Source: an optimization exercise on an open RTL-to-GDS flow (aim: small area and a short achievable clock period). Production flows keep margins and buffers that such runs may drop.
No functional check of the RTL was part of any run shown here.
Power and IR drop assume default switching activity.

==> design/flow/config.mk <==
export PLATFORM = sky130hd
export DESIGN_NAME = wallace_mul
export DESIGN_NICKNAME = wallace_mul
export VERILOG_FILES = /design/flow/design.v
export SDC_FILE = /design/flow/constraint.sdc
export NUM_CORES = 4
export LEC_CHECK = 0
export CAP_MARGIN = 20
export CORE_MARGIN = 2
export CORE_UTILIZATION = 40
export PLACE_DENSITY = 0.6
export SLEW_MARGIN = 20
export SYNTH_HIERARCHICAL = 1
export SYNTH_MINIMUM_KEEP_SIZE = 0
==> design/flow/constraint.sdc <==
create_clock -name core_clock -period 4.4 [get_ports {clk}]
set_input_delay 0.8800 -clock core_clock [delete_from_list [all_inputs] [get_ports {clk}]]
set_output_delay 0.8800 -clock core_clock [all_outputs]
set_load 0.01 [all_outputs]
==> design/flow/design.v <==
module cla32(input [31:0] a, input [31:0] b, output [32:0] out);
  assign out = a + b;
endmodule
module wallace_mul(input [15:0] a, input [15:0] b, output [32:0] out, input clk);
  reg [15:0] ra1;
  wire [17:0] bx = {2'b00, b};
  wire [16:0] bl = {b, 1'b0};
  wire [7:0] e_neg, e_one, e_two;
  reg [7:0] rneg1;
  reg [7:0] rone1;
  reg [7:0] rtwo1;
  reg rb15_1;
  wire [17:0] ax = {1'b0, ra1, 1'b0};
  wire pp_0_0 = ((rone1[0] & ax[1]) | (rtwo1[0] & ax[0])) ^ rneg1[0];
  wire pp_0_1 = ((rone1[0] & ax[2]) | (rtwo1[0] & ax[1])) ^ rneg1[0];
  wire pp_0_2 = ((rone1[0] & ax[3]) | (rtwo1[0] & ax[2])) ^ rneg1[0];
  wire pp_0_3 = ((rone1[0] & ax[4]) | (rtwo1[0] & ax[3])) ^ rneg1[0];
  wire pp_0_4 = ((rone1[0] & ax[5]) | (rtwo1[0] & ax[4])) ^ rneg1[0];
  wire pp_0_5 = ((rone1[0] & ax[6]) | (rtwo1[0] & ax[5])) ^ rneg1[0];
  wire pp_0_6 = ((rone1[0] & ax[7]) | (rtwo1[0] & ax[6])) ^ rneg1[0];
  wire pp_0_7 = ((rone1[0] & ax[8]) | (rtwo1[0] & ax[7])) ^ rneg1[0];
  wire pp_0_8 = ((rone1[0] & ax[9]) | (rtwo1[0] & ax[8])) ^ rneg1[0];
  wire pp_0_9 = ((rone1[0] & ax[10]) | (rtwo1[0] & ax[9])) ^ rneg1[0];
  wire pp_0_10 = ((rone1[0] & ax[11]) | (rtwo1[0] & ax[10])) ^ rneg1[0];
  wire pp_0_11 = ((rone1[0] & ax[12]) | (rtwo1[0] & ax[11])) ^ rneg1[0];
  wire pp_0_12 = ((rone1[0] & ax[13]) | (rtwo1[0] & ax[12])) ^ rneg1[0];
  wire pp_0_13 = ((rone1[0] & ax[14]) | (rtwo1[0] & ax[13])) ^ rneg1[0];
  wire pp_0_14 = ((rone1[0] & ax[15]) | (rtwo1[0] & ax[14])) ^ rneg1[0];
  wire pp_0_15 = ((rone1[0] & ax[16]) | (rtwo1[0] & ax[15])) ^ rneg1[0];
  wire pp_0_16 = ((rone1[0] & ax[17]) | (rtwo1[0] & ax[16])) ^ rneg1[0];
  wire pp_1_0 = ((rone1[1] & ax[1]) | (rtwo1[1] & ax[0])) ^ rneg1[1];
  wire pp_1_1 = ((rone1[1] & ax[2]) | (rtwo1[1] & ax[1])) ^ rneg1[1];
  wire pp_1_2 = ((rone1[1] & ax[3]) | (rtwo1[1] & ax[2])) ^ rneg1[1];
  wire pp_1_3 = ((rone1[1] & ax[4]) | (rtwo1[1] & ax[3])) ^ rneg1[1];
  wire pp_1_4 = ((rone1[1] & ax[5]) | (rtwo1[1] & ax[4])) ^ rneg1[1];
  wire pp_1_5 = ((rone1[1] & ax[6]) | (rtwo1[1] & ax[5])) ^ rneg1[1];
  wire pp_1_6 = ((rone1[1] & ax[7]) | (rtwo1[1] & ax[6])) ^ rneg1[1];
  wire pp_1_7 = ((rone1[1] & ax[8]) | (rtwo1[1] & ax[7])) ^ rneg1[1];
  wire pp_1_8 = ((rone1[1] & ax[9]) | (rtwo1[1] & ax[8])) ^ rneg1[1];
  wire pp_1_9 = ((rone1[1] & ax[10]) | (rtwo1[1] & ax[9])) ^ rneg1[1];
  wire pp_1_10 = ((rone1[1] & ax[11]) | (rtwo1[1] & ax[10])) ^ rneg1[1];
  wire pp_1_11 = ((rone1[1] & ax[12]) | (rtwo1[1] & ax[11])) ^ rneg1[1];
  wire pp_1_12 = ((rone1[1] & ax[13]) | (rtwo1[1] & ax[12])) ^ rneg1[1];
  wire pp_1_13 = ((rone1[1] & ax[14]) | (rtwo1[1] & ax[13])) ^ rneg1[1];
  wire pp_1_14 = ((rone1[1] & ax[15]) | (rtwo1[1] & ax[14])) ^ rneg1[1];
  wire pp_1_15 = ((rone1[1] & ax[16]) | (rtwo1[1] & ax[15])) ^ rneg1[1];
  wire pp_1_16 = ((rone1[1] & ax[17]) | (rtwo1[1] & ax[16])) ^ rneg1[1];
  wire pp_2_0 = ((rone1[2] & ax[1]) | (rtwo1[2] & ax[0])) ^ rneg1[2];
  wire pp_2_1 = ((rone1[2] & ax[2]) | (rtwo1[2] & ax[1])) ^ rneg1[2];
  wire pp_2_2 = ((rone1[2] & ax[3]) | (rtwo1[2] & ax[2])) ^ rneg1[2];
  wire pp_2_3 = ((rone1[2] & ax[4]) | (rtwo1[2] & ax[3])) ^ rneg1[2];
  wire pp_2_4 = ((rone1[2] & ax[5]) | (rtwo1[2] & ax[4])) ^ rneg1[2];
  wire pp_2_5 = ((rone1[2] & ax[6]) | (rtwo1[2] & ax[5])) ^ rneg1[2];
  wire pp_2_6 = ((rone1[2] & ax[7]) | (rtwo1[2] & ax[6])) ^ rneg1[2];
  wire pp_2_7 = ((rone1[2] & ax[8]) | (rtwo1[2] & ax[7])) ^ rneg1[2];
  wire pp_2_8 = ((rone1[2] & ax[9]) | (rtwo1[2] & ax[8])) ^ rneg1[2];
  wire pp_2_9 = ((rone1[2] & ax[10]) | (rtwo1[2] & ax[9])) ^ rneg1[2];
  wire pp_2_10 = ((rone1[2] & ax[11]) | (rtwo1[2] & ax[10])) ^ rneg1[2];
  wire pp_2_11 = ((rone1[2] & ax[12]) | (rtwo1[2] & ax[11])) ^ rneg1[2];
  wire pp_2_12 = ((rone1[2] & ax[13]) | (rtwo1[2] & ax[12])) ^ rneg1[2];
  wire pp_2_13 = ((rone1[2] & ax[14]) | (rtwo1[2] & ax[13])) ^ rneg1[2];
  wire pp_2_14 = ((rone1[2] & ax[15]) | (rtwo1[2] & ax[14])) ^ rneg1[2];
  wire pp_2_15 = ((rone1[2] & ax[16]) | (rtwo1[2] & ax[15])) ^ rneg1[2];
  wire pp_2_16 = ((rone1[2] & ax[17]) | (rtwo1[2] & ax[16])) ^ rneg1[2];
  wire pp_3_0 = ((rone1[3] & ax[1]) | (rtwo1[3] & ax[0])) ^ rneg1[3];
  wire pp_3_1 = ((rone1[3] & ax[2]) | (rtwo1[3] & ax[1])) ^ rneg1[3];
  wire pp_3_2 = ((rone1[3] & ax[3]) | (rtwo1[3] & ax[2])) ^ rneg1[3];
  wire pp_3_3 = ((rone1[3] & ax[4]) | (rtwo1[3] & ax[3])) ^ rneg1[3];
  wire pp_3_4 = ((rone1[3] & ax[5]) | (rtwo1[3] & ax[4])) ^ rneg1[3];
  wire pp_3_5 = ((rone1[3] & ax[6]) | (rtwo1[3] & ax[5])) ^ rneg1[3];
  wire pp_3_6 = ((rone1[3] & ax[7]) | (rtwo1[3] & ax[6])) ^ rneg1[3];
  wire pp_3_7 = ((rone1[3] & ax[8]) | (rtwo1[3] & ax[7])) ^ rneg1[3];
  wire pp_3_8 = ((rone1[3] & ax[9]) | (rtwo1[3] & ax[8])) ^ rneg1[3];
  wire pp_3_9 = ((rone1[3] & ax[10]) | (rtwo1[3] & ax[9])) ^ rneg1[3];
  wire pp_3_10 = ((rone1[3] & ax[11]) | (rtwo1[3] & ax[10])) ^ rneg1[3];
  wire pp_3_11 = ((rone1[3] & ax[12]) | (rtwo1[3] & ax[11])) ^ rneg1[3];
  wire pp_3_12 = ((rone1[3] & ax[13]) | (rtwo1[3] & ax[12])) ^ rneg1[3];
  wire pp_3_13 = ((rone1[3] & ax[14]) | (rtwo1[3] & ax[13])) ^ rneg1[3];
  wire pp_3_14 = ((rone1[3] & ax[15]) | (rtwo1[3] & ax[14])) ^ rneg1[3];
  wire pp_3_15 = ((rone1[3] & ax[16]) | (rtwo1[3] & ax[15])) ^ rneg1[3];
  wire pp_3_16 = ((rone1[3] & ax[17]) | (rtwo1[3] & ax[16])) ^ rneg1[3];
  wire pp_4_0 = ((rone1[4] & ax[1]) | (rtwo1[4] & ax[0])) ^ rneg1[4];
  wire pp_4_1 = ((rone1[4] & ax[2]) | (rtwo1[4] & ax[1])) ^ rneg1[4];
  wire pp_4_2 = ((rone1[4] & ax[3]) | (rtwo1[4] & ax[2])) ^ rneg1[4];
  wire pp_4_3 = ((rone1[4] & ax[4]) | (rtwo1[4] & ax[3])) ^ rneg1[4];
  wire pp_4_4 = ((rone1[4] & ax[5]) | (rtwo1[4] & ax[4])) ^ rneg1[4];
  wire pp_4_5 = ((rone1[4] & ax[6]) | (rtwo1[4] & ax[5])) ^ rneg1[4];
  wire pp_4_6 = ((rone1[4] & ax[7]) | (rtwo1[4] & ax[6])) ^ rneg1[4];
  wire pp_4_7 = ((rone1[4] & ax[8]) | (rtwo1[4] & ax[7])) ^ rneg1[4];
  wire pp_4_8 = ((rone1[4] & ax[9]) | (rtwo1[4] & ax[8])) ^ rneg1[4];
  wire pp_4_9 = ((rone1[4] & ax[10]) | (rtwo1[4] & ax[9])) ^ rneg1[4];
  wire pp_4_10 = ((rone1[4] & ax[11]) | (rtwo1[4] & ax[10])) ^ rneg1[4];
  wire pp_4_11 = ((rone1[4] & ax[12]) | (rtwo1[4] & ax[11])) ^ rneg1[4];
  wire pp_4_12 = ((rone1[4] & ax[13]) | (rtwo1[4] & ax[12])) ^ rneg1[4];
  wire pp_4_13 = ((rone1[4] & ax[14]) | (rtwo1[4] & ax[13])) ^ rneg1[4];
  wire pp_4_14 = ((rone1[4] & ax[15]) | (rtwo1[4] & ax[14])) ^ rneg1[4];
  wire pp_4_15 = ((rone1[4] & ax[16]) | (rtwo1[4] & ax[15])) ^ rneg1[4];
  wire pp_4_16 = ((rone1[4] & ax[17]) | (rtwo1[4] & ax[16])) ^ rneg1[4];
  wire pp_5_0 = ((rone1[5] & ax[1]) | (rtwo1[5] & ax[0])) ^ rneg1[5];
  wire pp_5_1 = ((rone1[5] & ax[2]) | (rtwo1[5] & ax[1])) ^ rneg1[5];
  wire pp_5_2 = ((rone1[5] & ax[3]) | (rtwo1[5] & ax[2])) ^ rneg1[5];
  wire pp_5_3 = ((rone1[5] & ax[4]) | (rtwo1[5] & ax[3])) ^ rneg1[5];
  wire pp_5_4 = ((rone1[5] & ax[5]) | (rtwo1[5] & ax[4])) ^ rneg1[5];
  wire pp_5_5 = ((rone1[5] & ax[6]) | (rtwo1[5] & ax[5])) ^ rneg1[5];
  wire pp_5_6 = ((rone1[5] & ax[7]) | (rtwo1[5] & ax[6])) ^ rneg1[5];
  wire pp_5_7 = ((rone1[5] & ax[8]) | (rtwo1[5] & ax[7])) ^ rneg1[5];
  wire pp_5_8 = ((rone1[5] & ax[9]) | (rtwo1[5] & ax[8])) ^ rneg1[5];
  wire pp_5_9 = ((rone1[5] & ax[10]) | (rtwo1[5] & ax[9])) ^ rneg1[5];
  wire pp_5_10 = ((rone1[5] & ax[11]) | (rtwo1[5] & ax[10])) ^ rneg1[5];
  wire pp_5_11 = ((rone1[5] & ax[12]) | (rtwo1[5] & ax[11])) ^ rneg1[5];
  wire pp_5_12 = ((rone1[5] & ax[13]) | (rtwo1[5] & ax[12])) ^ rneg1[5];
  wire pp_5_13 = ((rone1[5] & ax[14]) | (rtwo1[5] & ax[13])) ^ rneg1[5];
  wire pp_5_14 = ((rone1[5] & ax[15]) | (rtwo1[5] & ax[14])) ^ rneg1[5];
  wire pp_5_15 = ((rone1[5] & ax[16]) | (rtwo1[5] & ax[15])) ^ rneg1[5];
  wire pp_5_16 = ((rone1[5] & ax[17]) | (rtwo1[5] & ax[16])) ^ rneg1[5];
  wire pp_6_0 = ((rone1[6] & ax[1]) | (rtwo1[6] & ax[0])) ^ rneg1[6];
  wire pp_6_1 = ((rone1[6] & ax[2]) | (rtwo1[6] & ax[1])) ^ rneg1[6];
  wire pp_6_2 = ((rone1[6] & ax[3]) | (rtwo1[6] & ax[2])) ^ rneg1[6];
  wire pp_6_3 = ((rone1[6] & ax[4]) | (rtwo1[6] & ax[3])) ^ rneg1[6];
  wire pp_6_4 = ((rone1[6] & ax[5]) | (rtwo1[6] & ax[4])) ^ rneg1[6];
  wire pp_6_5 = ((rone1[6] & ax[6]) | (rtwo1[6] & ax[5])) ^ rneg1[6];
  wire pp_6_6 = ((rone1[6] & ax[7]) | (rtwo1[6] & ax[6])) ^ rneg1[6];
  wire pp_6_7 = ((rone1[6] & ax[8]) | (rtwo1[6] & ax[7])) ^ rneg1[6];
  wire pp_6_8 = ((rone1[6] & ax[9]) | (rtwo1[6] & ax[8])) ^ rneg1[6];
  wire pp_6_9 = ((rone1[6] & ax[10]) | (rtwo1[6] & ax[9])) ^ rneg1[6];
  wire pp_6_10 = ((rone1[6] & ax[11]) | (rtwo1[6] & ax[10])) ^ rneg1[6];
  wire pp_6_11 = ((rone1[6] & ax[12]) | (rtwo1[6] & ax[11])) ^ rneg1[6];
  wire pp_6_12 = ((rone1[6] & ax[13]) | (rtwo1[6] & ax[12])) ^ rneg1[6];
  wire pp_6_13 = ((rone1[6] & ax[14]) | (rtwo1[6] & ax[13])) ^ rneg1[6];
  wire pp_6_14 = ((rone1[6] & ax[15]) | (rtwo1[6] & ax[14])) ^ rneg1[6];
  wire pp_6_15 = ((rone1[6] & ax[16]) | (rtwo1[6] & ax[15])) ^ rneg1[6];
  wire pp_6_16 = ((rone1[6] & ax[17]) | (rtwo1[6] & ax[16])) ^ rneg1[6];
  wire pp_7_0 = ((rone1[7] & ax[1]) | (rtwo1[7] & ax[0])) ^ rneg1[7];
  wire pp_7_1 = ((rone1[7] & ax[2]) | (rtwo1[7] & ax[1])) ^ rneg1[7];
  wire pp_7_2 = ((rone1[7] & ax[3]) | (rtwo1[7] & ax[2])) ^ rneg1[7];
  wire pp_7_3 = ((rone1[7] & ax[4]) | (rtwo1[7] & ax[3])) ^ rneg1[7];
  wire pp_7_4 = ((rone1[7] & ax[5]) | (rtwo1[7] & ax[4])) ^ rneg1[7];
  wire pp_7_5 = ((rone1[7] & ax[6]) | (rtwo1[7] & ax[5])) ^ rneg1[7];
  wire pp_7_6 = ((rone1[7] & ax[7]) | (rtwo1[7] & ax[6])) ^ rneg1[7];
  wire pp_7_7 = ((rone1[7] & ax[8]) | (rtwo1[7] & ax[7])) ^ rneg1[7];
  wire pp_7_8 = ((rone1[7] & ax[9]) | (rtwo1[7] & ax[8])) ^ rneg1[7];
  wire pp_7_9 = ((rone1[7] & ax[10]) | (rtwo1[7] & ax[9])) ^ rneg1[7];
  wire pp_7_10 = ((rone1[7] & ax[11]) | (rtwo1[7] & ax[10])) ^ rneg1[7];
  wire pp_7_11 = ((rone1[7] & ax[12]) | (rtwo1[7] & ax[11])) ^ rneg1[7];
  wire pp_7_12 = ((rone1[7] & ax[13]) | (rtwo1[7] & ax[12])) ^ rneg1[7];
  wire pp_7_13 = ((rone1[7] & ax[14]) | (rtwo1[7] & ax[13])) ^ rneg1[7];
  wire pp_7_14 = ((rone1[7] & ax[15]) | (rtwo1[7] & ax[14])) ^ rneg1[7];
  wire pp_7_15 = ((rone1[7] & ax[16]) | (rtwo1[7] & ax[15])) ^ rneg1[7];
  wire pp_7_16 = ((rone1[7] & ax[17]) | (rtwo1[7] & ax[16])) ^ rneg1[7];
  wire pp_8_0 = ra1[0] & rb15_1;
  wire pp_8_1 = ra1[1] & rb15_1;
  wire pp_8_2 = ra1[2] & rb15_1;
  wire pp_8_3 = ra1[3] & rb15_1;
  wire pp_8_4 = ra1[4] & rb15_1;
  wire pp_8_5 = ra1[5] & rb15_1;
  wire pp_8_6 = ra1[6] & rb15_1;
  wire pp_8_7 = ra1[7] & rb15_1;
  wire pp_8_8 = ra1[8] & rb15_1;
  wire pp_8_9 = ra1[9] & rb15_1;
  wire pp_8_10 = ra1[10] & rb15_1;
  wire pp_8_11 = ra1[11] & rb15_1;
  wire pp_8_12 = ra1[12] & rb15_1;
  wire pp_8_13 = ra1[13] & rb15_1;
  wire pp_8_14 = ra1[14] & rb15_1;
  wire pp_8_15 = ra1[15] & rb15_1;
  wire s1, c1;
  wire s2, c2;
  wire s3, c3;
  wire s4, c4;
  wire s5, c5;
  wire s6, c6;
  wire s7, c7;
  wire s8, c8;
  wire s9, c9;
  wire s10, c10;
  wire s11, c11;
  wire s12, c12;
  wire s13, c13;
  wire s14, c14;
  wire s15, c15;
  wire s16, c16;
  wire s17, c17;
  wire s18, c18;
  wire s19, c19;
  wire s20, c20;
  wire s21, c21;
  wire s22, c22;
  wire s23, c23;
  wire s24, c24;
  wire s25, c25;
  wire s26, c26;
  wire s27, c27;
  wire s28, c28;
  wire s29, c29;
  wire s30, c30;
  wire s31, c31;
  wire s32, c32;
  wire s33, c33;
  wire s34, c34;
  wire s35, c35;
  wire s36, c36;
  wire s37, c37;
  wire s38, c38;
  wire s39, c39;
  wire s40, c40;
  wire s41, c41;
  wire s42, c42;
  wire s43, c43;
  wire s44, c44;
  wire s45, c45;
  wire s46, c46;
  wire s47, c47;
  wire s48, c48;
  wire s49, c49;
  wire s50, c50;
  wire s51, c51;
  wire s52, c52;
  wire s53, c53;
  wire s54, c54;
  wire s55, c55;
  wire s56, c56;
  wire s57, c57;
  wire s58, c58;
  wire s59, c59;
  wire s60, c60;
  wire s61, c61;
  wire s62, c62;
  wire s63, c63;
  wire s64, c64;
  wire s65, c65;
  wire s66, c66;
  wire s67, c67;
  wire s68, c68;
  wire s69, c69;
  wire s70, c70;
  wire s71, c71;
  wire s72, c72;
  wire s73, c73;
  wire s74, c74;
  wire s75, c75;
  wire s76, c76;
  wire s77, c77;
  wire s78, c78;
  wire s79, c79;
  wire s80, c80;
  wire s81, c81;
  wire s82, c82;
  wire s83, c83;
  wire s84, c84;
  wire s85, c85;
  wire s86, c86;
  wire s87, c87;
  reg q2_pp_0_0;
  reg q2_rneg1_0;
  reg q2_pp_0_1;
  reg q2_s1;
  reg q2_s52;
  reg q2_c52;
  reg q2_s2;
  reg q2_rneg1_2;
  reg q2_c2;
  reg q2_s3;
  reg q2_s53;
  reg q2_rneg1_3;
  reg q2_c53;
  reg q2_s54;
  reg q2_c54;
  reg q2_s55;
  reg q2_c55;
  reg q2_s56;
  reg q2_pp_3_3;
  reg q2_pp_4_1;
  reg q2_c56;
  reg q2_s57;
  reg q2_rneg1_5;
  reg q2_c57;
  reg q2_s58;
  reg q2_s12;
  reg q2_c58;
  reg q2_s59;
  reg q2_s60;
  reg q2_c59;
  reg q2_c60;
  reg q2_s61;
  reg q2_s62;
  reg q2_c61;
  reg q2_c62;
  reg q2_s63;
  reg q2_s64;
  reg q2_c63;
  reg q2_c64;
  reg q2_s65;
  reg q2_s66;
  reg q2_c65;
  reg q2_c66;
  reg q2_s67;
  reg q2_s68;
  reg q2_c67;
  reg q2_c68;
  reg q2_s69;
  reg q2_s70;
  reg q2_c69;
  reg q2_c70;
  reg q2_s71;
  reg q2_s72;
  reg q2_c71;
  reg q2_c72;
  reg q2_s73;
  reg q2_s74;
  reg q2_c73;
  reg q2_c74;
  reg q2_s75;
  reg q2_s76;
  reg q2_c75;
  reg q2_c76;
  reg q2_s77;
  reg q2_s78;
  reg q2_c77;
  reg q2_c78;
  reg q2_s79;
  reg q2_s80;
  reg q2_c79;
  reg q2_c80;
  reg q2_s81;
  reg q2_s43;
  reg q2_c81;
  reg q2_s82;
  reg q2_s45;
  reg q2_c82;
  reg q2_s83;
  reg q2_pp_7_11;
  reg q2_pp_8_9;
  reg q2_c83;
  reg q2_s84;
  reg q2_pp_8_10;
  reg q2_c84;
  reg q2_s85;
  reg q2_c85;
  reg q2_s86;
  reg q2_c86;
  reg q2_c49;
  reg q2_s50;
  reg q2_c50;
  reg q2_s51;
  reg q2_s87;
  wire s88, c88;
  wire s89, c89;
  wire s90, c90;
  wire s91, c91;
  wire s92, c92;
  wire s93, c93;
  wire s94, c94;
  wire s95, c95;
  wire s96, c96;
  wire s97, c97;
  wire s98, c98;
  wire s99, c99;
  wire s100, c100;
  wire s101, c101;
  wire s102, c102;
  wire s103, c103;
  wire s104, c104;
  wire s105, c105;
  wire s106, c106;
  wire s107, c107;
  wire s108, c108;
  wire s109, c109;
  wire s110, c110;
  wire s111, c111;
  wire s112, c112;
  wire s113, c113;
  wire s114, c114;
  wire s115, c115;
  wire s116, c116;
  wire s117, c117;
  wire s118, c118;
  wire s119, c119;
  wire s120, c120;
  wire s121, c121;
  wire s122, c122;
  wire s123, c123;
  wire s124, c124;
  wire s125, c125;
  wire s126, c126;
  wire s127, c127;
  wire s128, c128;
  wire s129, c129;
  wire s130, c130;
  wire s131, c131;
  wire s132, c132;
  reg q3_q2_pp_0_0;
  reg q3_q2_rneg1_0;
  reg q3_q2_pp_0_1;
  reg q3_q2_s1;
  reg q3_q2_s52;
  reg q3_s88;
  reg q3_s108;
  reg q3_c108;
  reg q3_s109;
  reg q3_c109;
  reg q3_s110;
  reg q3_c110;
  reg q3_s111;
  reg q3_c111;
  reg q3_s112;
  reg q3_c112;
  reg q3_s113;
  reg q3_c113;
  reg q3_s114;
  reg q3_c114;
  reg q3_s115;
  reg q3_c115;
  reg q3_s116;
  reg q3_c116;
  reg q3_s117;
  reg q3_c117;
  reg q3_s118;
  reg q3_c118;
  reg q3_s119;
  reg q3_c119;
  reg q3_s120;
  reg q3_c120;
  reg q3_s121;
  reg q3_c121;
  reg q3_s122;
  reg q3_c122;
  reg q3_s123;
  reg q3_c123;
  reg q3_s124;
  reg q3_c124;
  reg q3_s125;
  reg q3_c125;
  reg q3_s126;
  reg q3_c126;
  reg q3_s127;
  reg q3_c127;
  reg q3_s128;
  reg q3_c128;
  reg q3_s129;
  reg q3_c129;
  reg q3_s130;
  reg q3_c130;
  reg q3_s131;
  reg q3_c131;
  reg q3_s107;
  reg q3_s132;
  reg q3_c132;
  reg q3_q2_s87;
  wire [31:0] fx = {q3_c132, q3_s132, q3_c131, q3_c130, q3_c129, q3_c128, q3_c127, q3_c126, q3_c125, q3_c124, q3_c123, q3_c122, q3_c121, q3_c120, q3_c119, q3_c118, q3_c117, q3_c116, q3_c115, q3_c114, q3_c113, q3_c112, q3_c111, q3_c110, q3_c109, q3_c108, q3_s108, q3_s88, q3_q2_s52, q3_q2_s1, q3_q2_pp_0_1, q3_q2_pp_0_0};
  wire [31:0] fy = {q3_q2_s87, 1'b0, q3_s107, q3_s131, q3_s130, q3_s129, q3_s128, q3_s127, q3_s126, q3_s125, q3_s124, q3_s123, q3_s122, q3_s121, q3_s120, q3_s119, q3_s118, q3_s117, q3_s116, q3_s115, q3_s114, q3_s113, q3_s112, q3_s111, q3_s110, q3_s109, 1'b0, 1'b0, 1'b0, 1'b0, 1'b0, q3_q2_rneg1_0};
  wire [32:0] fs;
  reg [31:0] p4;
  reg [31:0] p5;
  reg [31:0] p6;
  reg [31:0] p7;
  always @(posedge clk) ra1 <= a;
  assign e_neg[0] = bx[1];
  assign e_one[0] = bx[0] ^ bl[0];
  assign e_two[0] = (bx[1] & ~bx[0] & ~bl[0]) | (~bx[1] & bx[0] & bl[0]);
  assign e_neg[1] = bx[3];
  assign e_one[1] = bx[2] ^ bl[2];
  assign e_two[1] = (bx[3] & ~bx[2] & ~bl[2]) | (~bx[3] & bx[2] & bl[2]);
  assign e_neg[2] = bx[5];
  assign e_one[2] = bx[4] ^ bl[4];
  assign e_two[2] = (bx[5] & ~bx[4] & ~bl[4]) | (~bx[5] & bx[4] & bl[4]);
  assign e_neg[3] = bx[7];
  assign e_one[3] = bx[6] ^ bl[6];
  assign e_two[3] = (bx[7] & ~bx[6] & ~bl[6]) | (~bx[7] & bx[6] & bl[6]);
  assign e_neg[4] = bx[9];
  assign e_one[4] = bx[8] ^ bl[8];
  assign e_two[4] = (bx[9] & ~bx[8] & ~bl[8]) | (~bx[9] & bx[8] & bl[8]);
  assign e_neg[5] = bx[11];
  assign e_one[5] = bx[10] ^ bl[10];
  assign e_two[5] = (bx[11] & ~bx[10] & ~bl[10]) | (~bx[11] & bx[10] & bl[10]);
  assign e_neg[6] = bx[13];
  assign e_one[6] = bx[12] ^ bl[12];
  assign e_two[6] = (bx[13] & ~bx[12] & ~bl[12]) | (~bx[13] & bx[12] & bl[12]);
  assign e_neg[7] = bx[15];
  assign e_one[7] = bx[14] ^ bl[14];
  assign e_two[7] = (bx[15] & ~bx[14] & ~bl[14]) | (~bx[15] & bx[14] & bl[14]);
  always @(posedge clk) rneg1 <= e_neg;
  always @(posedge clk) rone1 <= e_one;
  always @(posedge clk) rtwo1 <= e_two;
  always @(posedge clk) rb15_1 <= b[15];
  csa_fa u_s1(.x(pp_0_2), .y(pp_1_0), .z(rneg1[1]), .s(s1), .c(c1));
  csa_fa u_s2(.x(pp_0_4), .y(pp_1_2), .z(pp_2_0), .s(s2), .c(c2));
  csa_fa u_s3(.x(pp_0_5), .y(pp_1_3), .z(pp_2_1), .s(s3), .c(c3));
  csa_fa u_s4(.x(pp_0_6), .y(pp_1_4), .z(pp_2_2), .s(s4), .c(c4));
  csa_fa u_s5(.x(pp_0_7), .y(pp_1_5), .z(pp_2_3), .s(s5), .c(c5));
  csa_fa u_s6(.x(pp_0_8), .y(pp_1_6), .z(pp_2_4), .s(s6), .c(c6));
  csa_fa u_s7(.x(pp_3_2), .y(pp_4_0), .z(rneg1[4]), .s(s7), .c(c7));
  csa_fa u_s8(.x(pp_0_9), .y(pp_1_7), .z(pp_2_5), .s(s8), .c(c8));
  csa_fa u_s9(.x(pp_0_10), .y(pp_1_8), .z(pp_2_6), .s(s9), .c(c9));
  csa_fa u_s10(.x(pp_3_4), .y(pp_4_2), .z(pp_5_0), .s(s10), .c(c10));
  csa_fa u_s11(.x(pp_0_11), .y(pp_1_9), .z(pp_2_7), .s(s11), .c(c11));
  csa_fa u_s12(.x(pp_3_5), .y(pp_4_3), .z(pp_5_1), .s(s12), .c(c12));
  csa_fa u_s13(.x(pp_0_12), .y(pp_1_10), .z(pp_2_8), .s(s13), .c(c13));
  csa_fa u_s14(.x(pp_3_6), .y(pp_4_4), .z(pp_5_2), .s(s14), .c(c14));
  csa_fa u_s15(.x(pp_0_13), .y(pp_1_11), .z(pp_2_9), .s(s15), .c(c15));
  csa_fa u_s16(.x(pp_3_7), .y(pp_4_5), .z(pp_5_3), .s(s16), .c(c16));
  csa_fa u_s17(.x(pp_0_14), .y(pp_1_12), .z(pp_2_10), .s(s17), .c(c17));
  csa_fa u_s18(.x(pp_3_8), .y(pp_4_6), .z(pp_5_4), .s(s18), .c(c18));
  csa_fa u_s19(.x(pp_6_2), .y(pp_7_0), .z(rneg1[7]), .s(s19), .c(c19));
  csa_fa u_s20(.x(pp_0_15), .y(pp_1_13), .z(pp_2_11), .s(s20), .c(c20));
  csa_fa u_s21(.x(pp_3_9), .y(pp_4_7), .z(pp_5_5), .s(s21), .c(c21));
  csa_ha u_s22(.x(pp_6_3), .y(pp_7_1), .s(s22), .c(c22));
  csa_fa u_s23(.x(pp_0_16), .y(pp_1_14), .z(pp_2_12), .s(s23), .c(c23));
  csa_fa u_s24(.x(pp_3_10), .y(pp_4_8), .z(pp_5_6), .s(s24), .c(c24));
  csa_fa u_s25(.x(pp_6_4), .y(pp_7_2), .z(pp_8_0), .s(s25), .c(c25));
  csa_fa u_s26(.x(rneg1[0]), .y(pp_1_15), .z(pp_2_13), .s(s26), .c(c26));
  csa_fa u_s27(.x(pp_3_11), .y(pp_4_9), .z(pp_5_7), .s(s27), .c(c27));
  csa_fa u_s28(.x(pp_6_5), .y(pp_7_3), .z(pp_8_1), .s(s28), .c(c28));
  csa_fa u_s29(.x(rneg1[0]), .y(pp_1_16), .z(pp_2_14), .s(s29), .c(c29));
  csa_fa u_s30(.x(pp_3_12), .y(pp_4_10), .z(pp_5_8), .s(s30), .c(c30));
  csa_fa u_s31(.x(pp_6_6), .y(pp_7_4), .z(pp_8_2), .s(s31), .c(c31));
  csa_fa u_s32(.x(~rneg1[0]), .y(~rneg1[1]), .z(pp_2_15), .s(s32), .c(c32));
  csa_fa u_s33(.x(pp_3_13), .y(pp_4_11), .z(pp_5_9), .s(s33), .c(c33));
  csa_fa u_s34(.x(pp_6_7), .y(pp_7_5), .z(pp_8_3), .s(s34), .c(c34));
  assign s35 = ~(pp_2_16 ^ pp_3_14);
  assign c35 = pp_2_16 | pp_3_14;
  csa_fa u_s36(.x(pp_4_12), .y(pp_5_10), .z(pp_6_8), .s(s36), .c(c36));
  csa_ha u_s37(.x(pp_7_6), .y(pp_8_4), .s(s37), .c(c37));
  csa_fa u_s38(.x(~rneg1[2]), .y(pp_3_15), .z(pp_4_13), .s(s38), .c(c38));
  csa_fa u_s39(.x(pp_5_11), .y(pp_6_9), .z(pp_7_7), .s(s39), .c(c39));
  assign s40 = ~(pp_3_16 ^ pp_4_14);
  assign c40 = pp_3_16 | pp_4_14;
  csa_fa u_s41(.x(pp_5_12), .y(pp_6_10), .z(pp_7_8), .s(s41), .c(c41));
  csa_fa u_s42(.x(~rneg1[3]), .y(pp_4_15), .z(pp_5_13), .s(s42), .c(c42));
  csa_fa u_s43(.x(pp_6_11), .y(pp_7_9), .z(pp_8_7), .s(s43), .c(c43));
  assign s44 = ~(pp_4_16 ^ pp_5_14);
  assign c44 = pp_4_16 | pp_5_14;
  csa_fa u_s45(.x(pp_6_12), .y(pp_7_10), .z(pp_8_8), .s(s45), .c(c45));
  csa_fa u_s46(.x(~rneg1[4]), .y(pp_5_15), .z(pp_6_13), .s(s46), .c(c46));
  assign s47 = ~(pp_5_16 ^ pp_6_14);
  assign c47 = pp_5_16 | pp_6_14;
  csa_fa u_s48(.x(~rneg1[5]), .y(pp_6_15), .z(pp_7_13), .s(s48), .c(c48));
  assign s49 = ~(pp_6_16 ^ pp_7_14);
  assign c49 = pp_6_16 | pp_7_14;
  csa_fa u_s50(.x(~rneg1[6]), .y(pp_7_15), .z(pp_8_13), .s(s50), .c(c50));
  assign s51 = ~(pp_7_16 ^ pp_8_14);
  assign c51 = pp_7_16 | pp_8_14;
  csa_fa u_s52(.x(c1), .y(pp_0_3), .z(pp_1_1), .s(s52), .c(c52));
  csa_fa u_s53(.x(c3), .y(s4), .z(pp_3_0), .s(s53), .c(c53));
  csa_fa u_s54(.x(c4), .y(s5), .z(pp_3_1), .s(s54), .c(c54));
  csa_fa u_s55(.x(c5), .y(s6), .z(s7), .s(s55), .c(c55));
  csa_fa u_s56(.x(c6), .y(c7), .z(s8), .s(s56), .c(c56));
  csa_fa u_s57(.x(c8), .y(s9), .z(s10), .s(s57), .c(c57));
  csa_fa u_s58(.x(c9), .y(c10), .z(s11), .s(s58), .c(c58));
  csa_fa u_s59(.x(c11), .y(c12), .z(s13), .s(s59), .c(c59));
  csa_fa u_s60(.x(s14), .y(pp_6_0), .z(rneg1[6]), .s(s60), .c(c60));
  csa_fa u_s61(.x(c13), .y(c14), .z(s15), .s(s61), .c(c61));
  csa_ha u_s62(.x(s16), .y(pp_6_1), .s(s62), .c(c62));
  csa_fa u_s63(.x(c15), .y(c16), .z(s17), .s(s63), .c(c63));
  csa_ha u_s64(.x(s18), .y(s19), .s(s64), .c(c64));
  csa_fa u_s65(.x(c17), .y(c18), .z(c19), .s(s65), .c(c65));
  csa_fa u_s66(.x(s20), .y(s21), .z(s22), .s(s66), .c(c66));
  csa_fa u_s67(.x(c20), .y(c21), .z(c22), .s(s67), .c(c67));
  csa_fa u_s68(.x(s23), .y(s24), .z(s25), .s(s68), .c(c68));
  csa_fa u_s69(.x(c23), .y(c24), .z(c25), .s(s69), .c(c69));
  csa_fa u_s70(.x(s26), .y(s27), .z(s28), .s(s70), .c(c70));
  csa_fa u_s71(.x(c26), .y(c27), .z(c28), .s(s71), .c(c71));
  csa_fa u_s72(.x(s29), .y(s30), .z(s31), .s(s72), .c(c72));
  csa_fa u_s73(.x(c29), .y(c30), .z(c31), .s(s73), .c(c73));
  csa_fa u_s74(.x(s32), .y(s33), .z(s34), .s(s74), .c(c74));
  csa_fa u_s75(.x(c32), .y(c33), .z(c34), .s(s75), .c(c75));
  csa_fa u_s76(.x(s35), .y(s36), .z(s37), .s(s76), .c(c76));
  csa_fa u_s77(.x(c35), .y(c36), .z(c37), .s(s77), .c(c77));
  csa_fa u_s78(.x(s38), .y(s39), .z(pp_8_5), .s(s78), .c(c78));
  csa_fa u_s79(.x(c38), .y(c39), .z(s40), .s(s79), .c(c79));
  csa_ha u_s80(.x(s41), .y(pp_8_6), .s(s80), .c(c80));
  csa_fa u_s81(.x(c40), .y(c41), .z(s42), .s(s81), .c(c81));
  csa_fa u_s82(.x(c42), .y(c43), .z(s44), .s(s82), .c(c82));
  csa_fa u_s83(.x(c44), .y(c45), .z(s46), .s(s83), .c(c83));
  csa_fa u_s84(.x(c46), .y(s47), .z(pp_7_12), .s(s84), .c(c84));
  csa_fa u_s85(.x(c47), .y(s48), .z(pp_8_11), .s(s85), .c(c85));
  csa_fa u_s86(.x(c48), .y(s49), .z(pp_8_12), .s(s86), .c(c86));
  csa_fa u_s87(.x(c51), .y(~rneg1[7]), .z(pp_8_15), .s(s87), .c(c87));
  always @(posedge clk) q2_pp_0_0 <= pp_0_0;
  always @(posedge clk) q2_rneg1_0 <= rneg1[0];
  always @(posedge clk) q2_pp_0_1 <= pp_0_1;
  always @(posedge clk) q2_s1 <= s1;
  always @(posedge clk) q2_s52 <= s52;
  always @(posedge clk) q2_c52 <= c52;
  always @(posedge clk) q2_s2 <= s2;
  always @(posedge clk) q2_rneg1_2 <= rneg1[2];
  always @(posedge clk) q2_c2 <= c2;
  always @(posedge clk) q2_s3 <= s3;
  always @(posedge clk) q2_s53 <= s53;
  always @(posedge clk) q2_rneg1_3 <= rneg1[3];
  always @(posedge clk) q2_c53 <= c53;
  always @(posedge clk) q2_s54 <= s54;
  always @(posedge clk) q2_c54 <= c54;
  always @(posedge clk) q2_s55 <= s55;
  always @(posedge clk) q2_c55 <= c55;
  always @(posedge clk) q2_s56 <= s56;
  always @(posedge clk) q2_pp_3_3 <= pp_3_3;
  always @(posedge clk) q2_pp_4_1 <= pp_4_1;
  always @(posedge clk) q2_c56 <= c56;
  always @(posedge clk) q2_s57 <= s57;
  always @(posedge clk) q2_rneg1_5 <= rneg1[5];
  always @(posedge clk) q2_c57 <= c57;
  always @(posedge clk) q2_s58 <= s58;
  always @(posedge clk) q2_s12 <= s12;
  always @(posedge clk) q2_c58 <= c58;
  always @(posedge clk) q2_s59 <= s59;
  always @(posedge clk) q2_s60 <= s60;
  always @(posedge clk) q2_c59 <= c59;
  always @(posedge clk) q2_c60 <= c60;
  always @(posedge clk) q2_s61 <= s61;
  always @(posedge clk) q2_s62 <= s62;
  always @(posedge clk) q2_c61 <= c61;
  always @(posedge clk) q2_c62 <= c62;
  always @(posedge clk) q2_s63 <= s63;
  always @(posedge clk) q2_s64 <= s64;
  always @(posedge clk) q2_c63 <= c63;
  always @(posedge clk) q2_c64 <= c64;
  always @(posedge clk) q2_s65 <= s65;
  always @(posedge clk) q2_s66 <= s66;
  always @(posedge clk) q2_c65 <= c65;
  always @(posedge clk) q2_c66 <= c66;
  always @(posedge clk) q2_s67 <= s67;
  always @(posedge clk) q2_s68 <= s68;
  always @(posedge clk) q2_c67 <= c67;
  always @(posedge clk) q2_c68 <= c68;
  always @(posedge clk) q2_s69 <= s69;
  always @(posedge clk) q2_s70 <= s70;
  always @(posedge clk) q2_c69 <= c69;
  always @(posedge clk) q2_c70 <= c70;
  always @(posedge clk) q2_s71 <= s71;
  always @(posedge clk) q2_s72 <= s72;
  always @(posedge clk) q2_c71 <= c71;
  always @(posedge clk) q2_c72 <= c72;
  always @(posedge clk) q2_s73 <= s73;
  always @(posedge clk) q2_s74 <= s74;
  always @(posedge clk) q2_c73 <= c73;
  always @(posedge clk) q2_c74 <= c74;
  always @(posedge clk) q2_s75 <= s75;
  always @(posedge clk) q2_s76 <= s76;
  always @(posedge clk) q2_c75 <= c75;
  always @(posedge clk) q2_c76 <= c76;
  always @(posedge clk) q2_s77 <= s77;
  always @(posedge clk) q2_s78 <= s78;
  always @(posedge clk) q2_c77 <= c77;
  always @(posedge clk) q2_c78 <= c78;
  always @(posedge clk) q2_s79 <= s79;
  always @(posedge clk) q2_s80 <= s80;
  always @(posedge clk) q2_c79 <= c79;
  always @(posedge clk) q2_c80 <= c80;
  always @(posedge clk) q2_s81 <= s81;
  always @(posedge clk) q2_s43 <= s43;
  always @(posedge clk) q2_c81 <= c81;
  always @(posedge clk) q2_s82 <= s82;
  always @(posedge clk) q2_s45 <= s45;
  always @(posedge clk) q2_c82 <= c82;
  always @(posedge clk) q2_s83 <= s83;
  always @(posedge clk) q2_pp_7_11 <= pp_7_11;
  always @(posedge clk) q2_pp_8_9 <= pp_8_9;
  always @(posedge clk) q2_c83 <= c83;
  always @(posedge clk) q2_s84 <= s84;
  always @(posedge clk) q2_pp_8_10 <= pp_8_10;
  always @(posedge clk) q2_c84 <= c84;
  always @(posedge clk) q2_s85 <= s85;
  always @(posedge clk) q2_c85 <= c85;
  always @(posedge clk) q2_s86 <= s86;
  always @(posedge clk) q2_c86 <= c86;
  always @(posedge clk) q2_c49 <= c49;
  always @(posedge clk) q2_s50 <= s50;
  always @(posedge clk) q2_c50 <= c50;
  always @(posedge clk) q2_s51 <= s51;
  always @(posedge clk) q2_s87 <= s87;
  csa_fa u_s88(.x(q2_c52), .y(q2_s2), .z(q2_rneg1_2), .s(s88), .c(c88));
  csa_fa u_s89(.x(q2_c55), .y(q2_s56), .z(q2_pp_3_3), .s(s89), .c(c89));
  csa_fa u_s90(.x(q2_c56), .y(q2_s57), .z(q2_rneg1_5), .s(s90), .c(c90));
  csa_fa u_s91(.x(q2_c57), .y(q2_s58), .z(q2_s12), .s(s91), .c(c91));
  csa_fa u_s92(.x(q2_c58), .y(q2_s59), .z(q2_s60), .s(s92), .c(c92));
  csa_fa u_s93(.x(q2_c59), .y(q2_c60), .z(q2_s61), .s(s93), .c(c93));
  csa_fa u_s94(.x(q2_c61), .y(q2_c62), .z(q2_s63), .s(s94), .c(c94));
  csa_fa u_s95(.x(q2_c63), .y(q2_c64), .z(q2_s65), .s(s95), .c(c95));
  csa_fa u_s96(.x(q2_c65), .y(q2_c66), .z(q2_s67), .s(s96), .c(c96));
  csa_fa u_s97(.x(q2_c67), .y(q2_c68), .z(q2_s69), .s(s97), .c(c97));
  csa_fa u_s98(.x(q2_c69), .y(q2_c70), .z(q2_s71), .s(s98), .c(c98));
  csa_fa u_s99(.x(q2_c71), .y(q2_c72), .z(q2_s73), .s(s99), .c(c99));
  csa_fa u_s100(.x(q2_c73), .y(q2_c74), .z(q2_s75), .s(s100), .c(c100));
  csa_fa u_s101(.x(q2_c75), .y(q2_c76), .z(q2_s77), .s(s101), .c(c101));
  csa_fa u_s102(.x(q2_c77), .y(q2_c78), .z(q2_s79), .s(s102), .c(c102));
  csa_fa u_s103(.x(q2_c79), .y(q2_c80), .z(q2_s81), .s(s103), .c(c103));
  csa_fa u_s104(.x(q2_c81), .y(q2_s82), .z(q2_s45), .s(s104), .c(c104));
  csa_fa u_s105(.x(q2_c82), .y(q2_s83), .z(q2_pp_7_11), .s(s105), .c(c105));
  csa_fa u_s106(.x(q2_c83), .y(q2_s84), .z(q2_pp_8_10), .s(s106), .c(c106));
  csa_fa u_s107(.x(q2_c86), .y(q2_c49), .z(q2_s50), .s(s107), .c(c107));
  csa_fa u_s108(.x(c88), .y(q2_c2), .z(q2_s3), .s(s108), .c(c108));
  csa_ha u_s109(.x(q2_s53), .y(q2_rneg1_3), .s(s109), .c(c109));
  csa_ha u_s110(.x(q2_c53), .y(q2_s54), .s(s110), .c(c110));
  csa_ha u_s111(.x(q2_c54), .y(q2_s55), .s(s111), .c(c111));
  csa_ha u_s112(.x(s89), .y(q2_pp_4_1), .s(s112), .c(c112));
  csa_ha u_s113(.x(c89), .y(s90), .s(s113), .c(c113));
  csa_ha u_s114(.x(c90), .y(s91), .s(s114), .c(c114));
  csa_ha u_s115(.x(c91), .y(s92), .s(s115), .c(c115));
  csa_fa u_s116(.x(c92), .y(s93), .z(q2_s62), .s(s116), .c(c116));
  csa_fa u_s117(.x(c93), .y(s94), .z(q2_s64), .s(s117), .c(c117));
  csa_fa u_s118(.x(c94), .y(s95), .z(q2_s66), .s(s118), .c(c118));
  csa_fa u_s119(.x(c95), .y(s96), .z(q2_s68), .s(s119), .c(c119));
  csa_fa u_s120(.x(c96), .y(s97), .z(q2_s70), .s(s120), .c(c120));
  csa_fa u_s121(.x(c97), .y(s98), .z(q2_s72), .s(s121), .c(c121));
  csa_fa u_s122(.x(c98), .y(s99), .z(q2_s74), .s(s122), .c(c122));
  csa_fa u_s123(.x(c99), .y(s100), .z(q2_s76), .s(s123), .c(c123));
  csa_fa u_s124(.x(c100), .y(s101), .z(q2_s78), .s(s124), .c(c124));
  csa_fa u_s125(.x(c101), .y(s102), .z(q2_s80), .s(s125), .c(c125));
  csa_fa u_s126(.x(c102), .y(s103), .z(q2_s43), .s(s126), .c(c126));
  csa_ha u_s127(.x(c103), .y(s104), .s(s127), .c(c127));
  csa_fa u_s128(.x(c104), .y(s105), .z(q2_pp_8_9), .s(s128), .c(c128));
  csa_ha u_s129(.x(c105), .y(s106), .s(s129), .c(c129));
  csa_fa u_s130(.x(c106), .y(q2_c84), .z(q2_s85), .s(s130), .c(c130));
  csa_ha u_s131(.x(q2_c85), .y(q2_s86), .s(s131), .c(c131));
  csa_fa u_s132(.x(c107), .y(q2_c50), .z(q2_s51), .s(s132), .c(c132));
  always @(posedge clk) q3_q2_pp_0_0 <= q2_pp_0_0;
  always @(posedge clk) q3_q2_rneg1_0 <= q2_rneg1_0;
  always @(posedge clk) q3_q2_pp_0_1 <= q2_pp_0_1;
  always @(posedge clk) q3_q2_s1 <= q2_s1;
  always @(posedge clk) q3_q2_s52 <= q2_s52;
  always @(posedge clk) q3_s88 <= s88;
  always @(posedge clk) q3_s108 <= s108;
  always @(posedge clk) q3_c108 <= c108;
  always @(posedge clk) q3_s109 <= s109;
  always @(posedge clk) q3_c109 <= c109;
  always @(posedge clk) q3_s110 <= s110;
  always @(posedge clk) q3_c110 <= c110;
  always @(posedge clk) q3_s111 <= s111;
  always @(posedge clk) q3_c111 <= c111;
  always @(posedge clk) q3_s112 <= s112;
  always @(posedge clk) q3_c112 <= c112;
  always @(posedge clk) q3_s113 <= s113;
  always @(posedge clk) q3_c113 <= c113;
  always @(posedge clk) q3_s114 <= s114;
  always @(posedge clk) q3_c114 <= c114;
  always @(posedge clk) q3_s115 <= s115;
  always @(posedge clk) q3_c115 <= c115;
  always @(posedge clk) q3_s116 <= s116;
  always @(posedge clk) q3_c116 <= c116;
  always @(posedge clk) q3_s117 <= s117;
  always @(posedge clk) q3_c117 <= c117;
  always @(posedge clk) q3_s118 <= s118;
  always @(posedge clk) q3_c118 <= c118;
  always @(posedge clk) q3_s119 <= s119;
  always @(posedge clk) q3_c119 <= c119;
  always @(posedge clk) q3_s120 <= s120;
  always @(posedge clk) q3_c120 <= c120;
  always @(posedge clk) q3_s121 <= s121;
  always @(posedge clk) q3_c121 <= c121;
  always @(posedge clk) q3_s122 <= s122;
  always @(posedge clk) q3_c122 <= c122;
  always @(posedge clk) q3_s123 <= s123;
  always @(posedge clk) q3_c123 <= c123;
  always @(posedge clk) q3_s124 <= s124;
  always @(posedge clk) q3_c124 <= c124;
  always @(posedge clk) q3_s125 <= s125;
  always @(posedge clk) q3_c125 <= c125;
  always @(posedge clk) q3_s126 <= s126;
  always @(posedge clk) q3_c126 <= c126;
  always @(posedge clk) q3_s127 <= s127;
  always @(posedge clk) q3_c127 <= c127;
  always @(posedge clk) q3_s128 <= s128;
  always @(posedge clk) q3_c128 <= c128;
  always @(posedge clk) q3_s129 <= s129;
  always @(posedge clk) q3_c129 <= c129;
  always @(posedge clk) q3_s130 <= s130;
  always @(posedge clk) q3_c130 <= c130;
  always @(posedge clk) q3_s131 <= s131;
  always @(posedge clk) q3_c131 <= c131;
  always @(posedge clk) q3_s107 <= s107;
  always @(posedge clk) q3_s132 <= s132;
  always @(posedge clk) q3_c132 <= c132;
  always @(posedge clk) q3_q2_s87 <= q2_s87;
  cla32 u_cla(.a(fx), .b(fy), .out(fs));
  always @(posedge clk) p4 <= fs[31:0];
  always @(posedge clk) p5 <= p4;
  always @(posedge clk) p6 <= p5;
  always @(posedge clk) p7 <= p6;
  assign out = {1'b0, p7};
endmodule
module csa_fa(input x, input y, input z, output s, output c);
  assign s = x ^ y ^ z;
  assign c = (x & y) | (x & z) | (y & z);
endmodule
module csa_ha(input x, input y, output s, output c);
  assign s = x ^ y;
  assign c = x & y;
endmodule
==> design/flow/run.sh <==
#!/bin/bash
# synth_recipe.tcl (not shown) runs the flow's synth.tcl, then flattens the netlist and writes it again
# the make line also repeats each setting of config.mk as NAME=value (left out here)
make -C /OpenROAD-flow-scripts/flow DESIGN_CONFIG=/design/flow/config.mk WORK_HOME=/design/flow/orfs CLKGATE_MAP_FILE= SYNTH_SCRIPT=/design/flow/synth_recipe.tcl finish
==> summary.txt, run 1 <==
- Worst IR drop on VDD: ~0.28 mV
- Die Area: 0.0381 sq mm
- Worst flop-to-flop path endpoint: q2_s72
- Min-Delay Path Class: reg2reg
- Number of buffers added by the clock tree synthesis step: 35
- Minimum clock period: 2.73 ns
- Internal power contribution: 8130 uW
- Sequential Power Share: 39.8%
- Clock root buffer: clkbuf_16
- Setup TNS: 0 ns
- Via count of the first global-routing pass: 8,256
- Cell area after layout: roughly 0.016 sq mm
- Post-synthesis area per instance: 13.0 sq um
- # setup viols final: 0
- Final-report hold violation count: 0
- Insertion delay to the later sink of the worst-skew pair: 0.52 ns
- Share of power burned in the clock network: 25.5%
- Proportion of layout cells with a drive suffix above 1: 16.7%
- Yosys warning count: 7
- Critical path endpoint category: register
- Net count of the finished layout: 1,340
- Capture point of the critical path: q2_s72
- Core area: 0.0363 sq mm
- Run status: timing/DRC/antenna clean
- Clock H-tree levels: 2
- Count of input and output buffers: 64
- Effective utilization at floorplan: 40.3%
- Final worst clock skew: 0.0145 ns
- Detailed Place HPWL: 19,600 um
- Hold Path Origin: p5[25]
- Most common library cell in the layout ignoring fill and taps: dfxtp_1
- Total GRT Usage: 15.3%
- Postcts setup bufs: 0
- Kind of start point of the critical path: register
- Family with the most delay on the worst path: flip-flops
- Area post-placement: approximately 0.015 sq mm
- Cell chain of the critical path: a22oi_2 -> xnor2_1 -> fa_1 -> fa_1
- Switching share of power: 32.6%
- Number of primary I/O pins: 66
- Most frequent cells in the layout: dfxtp_1, xnor2_1, a22oi_2, fa_1, clkdlybuf4s50_1
- Cell depth of the worst setup path: 4
- Largest fanout on the critical path: 16
- Transition at the pin with the smallest max-transition slack: 1.19 ns
- Final cell count without fillers: 1,633
- Cell type of the slowest stage on the worst timing path: dfxtp_1
- Type of the setup path with the least slack: reg2reg
- Per-cell routed wire length: 17.5 um
- Worst reg2reg path startpoint: rone1[3]
- Number of pins with negative max-slew slack in the final report: 0
- Clk buf depth: 3
- Number of cells produced by synthesis: 1,122
- Relative contribution of combinational cells to total power: 34.7%
- Length in cells of the worst reg-to-reg path: 4
- Most frequent cell on the critical path: fa_1
- Crit share post-route: 62.1%
- Timing-limited maximum frequency: 0.366 GHz
- Starting DRC count in detailed routing: 483
- Overflow after GRT: 0
- Power spent charging and discharging nets: 3940 uW
- Clock transition at the register clock pins on the worst setup and hold paths after CTS: 0.06 ns
- Filler cell count: approximately 3,300
- Delay contributed by the slowest stage of the critical path: 1.07 ns
- Wirelength, routed: 28,500 um
- Largest net degree at the start of global routing: 34
- Maximum capacitance violations: 0
- Headroom to the max-slew limit: 20.8%
- CP startpoint: rone1[3]
- Area growth, synth to finish: 11.0%
- Clock tree sinks: 319
- Number of detailed-routing iterations run before antenna repair: 5
- Total Power: 12,100 uW
- Routability-driven placement congestion ratio: about 0.86
- Number of vias per cell after detailed routing: 4.80
- Via Count: slightly below 8,000
- Die Y: 195 um
- Required time of the critical path: 4.79 ns
- PD cells: ~740 mW/mm^2
- R2r setup slk: 1.67 ns
- Leakage power total: 0.00622 uW
- RSZ-0062 raised after global routing: no
- Resize count post-CTS: 0
- Number of cell rows: 70
- Critical path buffer and inverter count: 0
- DRC errors left: 0
- Count of inserted antenna diode cells: 0
- Number of buffers inserted for hold repair after clock tree synthesis: 0
- Placed cell count: 1,573
- WHS: between 0.3 and 0.4 ns
- Critical path data arrival time: approximately 3.1 ns
- Number of antenna violations at the first check in global routing: 0
- Width of the chip: 195 um
- Netlist area before placement: about 0.015 sq mm
- Wire length of the first global-routing pass: 46,100 um
- Count of antenna-violating nets left after detailed routing: 0
- CTS tree: built
## worst register-to-register path, delay by kind of cell (launching register included)
kind,cells,cell delay [ns]
compound gates,1,0.20
xor+xnor,1,0.34
fa+ha+maj,2,1.00
flops,1,1.07
## power by group through the flow
stage | registers [uW] | logic [uW] | clock network, uW
after floorplan | 4640 | 3130 | 0
after CTS | 4830 | 4230 | 3170
final | 4810 | 4190 | 3080
after detailed placement | 4880 | 4210 | 0
after global placement | 4870 | 4110 | 0
after global routing | 4940 | 4820 | 3310
## sequential cells by signal, indices dropped and copies added, names as in the netlist, 7 cells and up
register,count
p5,32
p7,32
rone1,8
ra1,16
p4,32
p6,32
rneg1,7
rtwo1,8
## worst min-delay path by stage
stage                     end  slack (ns)  cells past startpoint
floorplan               p5[0]        0.31                      0
global placement        p7[0]        0.31                      0
detailed placement      p5[0]        0.31                      0
CTS                 q3_q2_s52        0.31                      0
global route            p6[1]        0.33                      0
finish                 p6[25]        0.32                      0
## per-layer routing
metal | routed length (um) | GRT usage, % | up-vias | part of all wire [%]
met4 | 806 | 5.57 | 0 | 2.8
met5 | 0 | 0 | - | 0
met1 | 13600 | 21.6 | 3738 | 48
met2 | 12400 | 22.9 | 243 | 43
li1 | - | - | 3806 | -
met3 | 1770 | 3.66 | 52 | 6.2
## layout make-up
cell class              instances  area [sq um]  area share, %
flip-flops and latches        319          6390           39.4
well taps                     468           586           3.61
clock inverters                14           211           1.30
repair buffers                 66           656           4.04
inverters                      29           109          0.671
clock buffers                  46          1020           6.28
multi-input cells             691          7250           44.7
## metrics by stage
| step | setup slack (ns) | util (%) |
|---|---|---|
| floorplan | 2.16 | - |
| global placement | 1.71 | 41.3 |
| detailed placement | 1.72 | 41.3 |
| CTS | 1.71 | 44.7 |
| global route | 1.61 | 44.8 |
| finish | 1.67 | 44.8 |
==> inputs of run 2 (changes only) <==
--- a/design/flow/config.mk
+++ b/design/flow/config.mk
@@ -9,6 +9,7 @@
 export CORE_MARGIN = 2
 export CORE_UTILIZATION = 40
 export PLACE_DENSITY = 0.6
+export SETUP_SLACK_MARGIN = 2.5
 export SLEW_MARGIN = 20
 export SYNTH_HIERARCHICAL = 1
 export SYNTH_MINIMUM_KEEP_SIZE = 0
==> run 2 against run 1 <==
Net effect: final area is 18% higher; core utilization rose by 7.9 points; sequential power decreased by 2%; combinational power is 29% higher; synthesized cell count is the same; critical path type unchanged; largest power group is now combinational logic.
==> summary.txt, run 2 <==
- Count of inserted antenna diode cells: 0
- Wirelength, routed: ~32,000 um
- Number of buffers added by the clock tree synthesis step: 35
- Critical path data arrival time: 2.72 ns
- Final worst clock skew: 0.00977 ns
- Post-synthesis area per instance: 13.0 sq um
- PD cells: 691 mW/mm^2
- Via Count: slightly below 9,000
- Worst flop-to-flop path endpoint: p4[26]
- Worst reg2reg path startpoint: q3_q2_pp_0_0
- Length in cells of the worst reg-to-reg path: 9
- Sequential Power Share: 35.7%
- Crit share post-route: a little over half
- Internal power contribution: 8820 uW
- Routability-driven placement congestion ratio: between 0.8 and 0.9
- Count of input and output buffers: 64
- Clk buf depth: 3
- Number of cell rows: 70
- Core area: 0.0363 sq mm
- WHS: 0.322 ns
- Worst IR drop on VDD: 0.316 mV
- Headroom to the max-slew limit: between 60% and 70%
- Critical path endpoint category: register
- Hold Path Origin: p5[11]
- Type of the setup path with the least slack: reg2reg
- Clock transition at the register clock pins on the worst setup and hold paths after CTS: ~0.06 ns
- Overflow after GRT: 0
- Filler cell count: 3,034
- Met3 wire length: 1770 um
- Critical path buffer and inverter count: 1
- R2r setup slk: 2.07 ns
- Netlist area before placement: about 0.015 sq mm
- Detailed Place HPWL: 19,200 um
- Net count of the finished layout: between 1,500 and 2,000
- Minimum clock period: 2.33 ns
- Number of cells produced by synthesis: between 1,000 and 1,500
- Run status: timing/DRC/antenna clean
- Cell chain of the critical path: ha_4 -> fa_2 -> a211oi_2 -> o211ai_1 -> nand4_1 -> a21oi_2 -> o32a_1 -> buf_4 -> xor2_1
- Wire length of the first global-routing pass: about 50,000 um
- Clock H-tree levels: 2
- Power spent charging and discharging nets: roughly 4400 uW
- Starting DRC count in detailed routing: between 400 and 500
- Total GRT Usage: 17.0%
- Most frequent cells in the layout: dfxtp_1, a22oi_2, xnor2_1, buf_4, fa_1
- Number of pins with negative max-slew slack in the final report: 0
- WHS Path Cells: 0
- Delay contributed by the slowest stage of the critical path: 0.35 ns
- Count of antenna-violating nets left after detailed routing: 0
- Effective utilization at floorplan: a little over 40%
- Share of power burned in the clock network: between 20% and 30%
- Number of vias per cell after detailed routing: between 4 and 5
- Number of antenna violations at the first check in global routing: 0
- CTS tree: built
- Maximum capacitance violations: 0
- # setup viols final: 0
- Setup TNS: 0 ns
- Met2 WL: between 10,000 and 15,000 um
- Area growth, synth to finish: 30.7%
- Terminating pin of the worst hold path: p6[11]
- Largest fanout on the critical path: 2
- Required time of the critical path: 4.78 ns
- Proportion of layout cells with a drive suffix above 1: 43.4%
- Clock root buffer: clkbuf_16
- Insertion delay to the later sink of the worst-skew pair: 0.51 ns
- Switching share of power: between 30% and 40%
- Per-cell routed wire length: 18.0 um
- Length of routed wiring on met1: 14,500 um
- Number of detailed-routing iterations run before antenna repair: 5
- Kind of start point of the critical path: register
- Number of primary I/O pins: 66
- Timing-limited maximum frequency: 0.429 GHz
- Number of buffers inserted for hold repair after clock tree synthesis: 0
- Transition at the pin with the smallest max-transition slack: 0.551 ns
- RSZ-0062 raised after global routing: yes
- Highest layer used for signal routing: met4
- Relative contribution of combinational cells to total power: 40.9%
- DRC errors left: 0
- Die Area: 0.0381 sq mm
- Final-report hold violation count: 0
- Clock tree sinks: 319
- Largest net degree at the start of global routing: 34
- Cell type of the slowest stage on the worst timing path: fa_2
- Die Y: between 150 and 200 um
- Width of the chip: 195 um
- Via count of the first global-routing pass: 9,210
- Family with the most delay on the worst path: compound AO/OA/AOI/OAI gates
- Min-Delay Path Class: reg2reg
- Yosys warning count: 7
- Most common library cell in the layout ignoring fill and taps: dfxtp_1
- Leakage power total: between 0.007 and 0.008 uW
==> run 2: power by group through the flow <==
stage          Sequential, uW  Clock [uW]  Combinational, uW
4_1_cts                  4740        3180               5130
6_report                 4710        3090               5400
5_1_grt                  4840        3300               6040
3_3_place_gp             4870           0               4130
3_5_place_dp             4880           0               4220
2_1_floorplan            4640           0               3170
==> run 2: metrics by stage <==
step / utilization (%) / instance area (sq um) / total power, uW / worst slack (ns) / cells
6_report: 52.7 / 19100 / 13200 / 2.07 / 1797
5_1_grt: 52.7 / 19100 / 14200 / 2.01 / 1797
4_1_cts: 50.8 / 18400 / 13100 / 2.01 / 1773
3_5_place_dp: 41.4 / 15000 / 9100 / 1.71 / 1573
3_3_place_gp: 41.4 / 15000 / 9000 / 1.67 / 1573
2_1_floorplan: - / 14800 / 7820 / 2.48 / 1129
==> run 2: worst max path at each step <==
stage	start	endpoint	cells after the start
floorplan	q3_q2_pp_0_1	p4[28]	8
finish	q3_q2_pp_0_0	p4[26]	9
global route	q3_q2_pp_0_0	p4[30]	10
detailed placement	ra1[11]	q2_s70	4
CTS	q3_q2_pp_0_0	p4[28]	9
global placement	ra1[12]	q2_s63	4
==> run 2: worst register-to-register path, cell delays in order, from the launching register on <==
cell and delay [ns]:
dfxtp_2 0.33, ha_4 0.16, fa_2 0.35, a211oi_2 0.25
o211ai_1 0.19, nand4_1 0.24, a21oi_2 0.09, o32a_1 0.32
buf_4 0.14, xor2_1 0.13
==> run 2: timing repair <==
item,4_1_cts,5_1_grt
setup endpoints to repair,133,80
buffers inserted,141,24
pin swaps,83,96
gates resized for setup,314,93
cloned,1,0
==> run 2: final cells by class <==
| class | count | area [sq um] | area share (%) |
|---|---|---|---|
| tap | 468 | 586 | 3.06 |
| timing repair buffer | 232 | 2480 | 13.0 |
| multi-input combinational | 691 | 8170 | 42.7 |
| inverter | 29 | 109 | 0.570 |
| clock inverter | 15 | 249 | 1.30 |
| sequential | 319 | 6540 | 34.2 |
| clock buffer | 43 | 987 | 5.17 |
==> run 2: per-layer routing <==
| layer | track usage (%) | up-vias |
|---|---|---|
| li1 | - | 4143 |
| met1 | 22.0 | 4197 |
| met2 | 27.6 | 272 |
| met3 | 3.23 | 69 |
| met4 | 7.46 | 0 |
| met5 | 0 | - |

-- separate check: timing with driven ports --
In the flow no input, the clock included, has a driving cell. The finished layouts below were timed again as built, in two steps. Step 1: set_driving_cell puts a clkbuf_16 on clk and a buf_2 on each other input, an assumption about the parent block. Step 2 adds t to the input delays and takes it off the output delays; t is the mean of the earliest and latest rising clock arrival at the registers after step 1. Input paths then give back, and output paths get back, about the clock's delay inside the block. Three values: no drivers, after step 1, after step 2; two values: the first two.
run	t (ns)	slack for setup (ns)	worst setup path after step 2	clock arrival spread, ns
run 1	0.557	1.666 / 1.666 / 1.666	register to register	0.015 / 0.015
run 2	0.558	2.067 / 2.067 / 2.067	register to register	0.010 / 0.011
After both steps setup and hold are still met in every run listed.
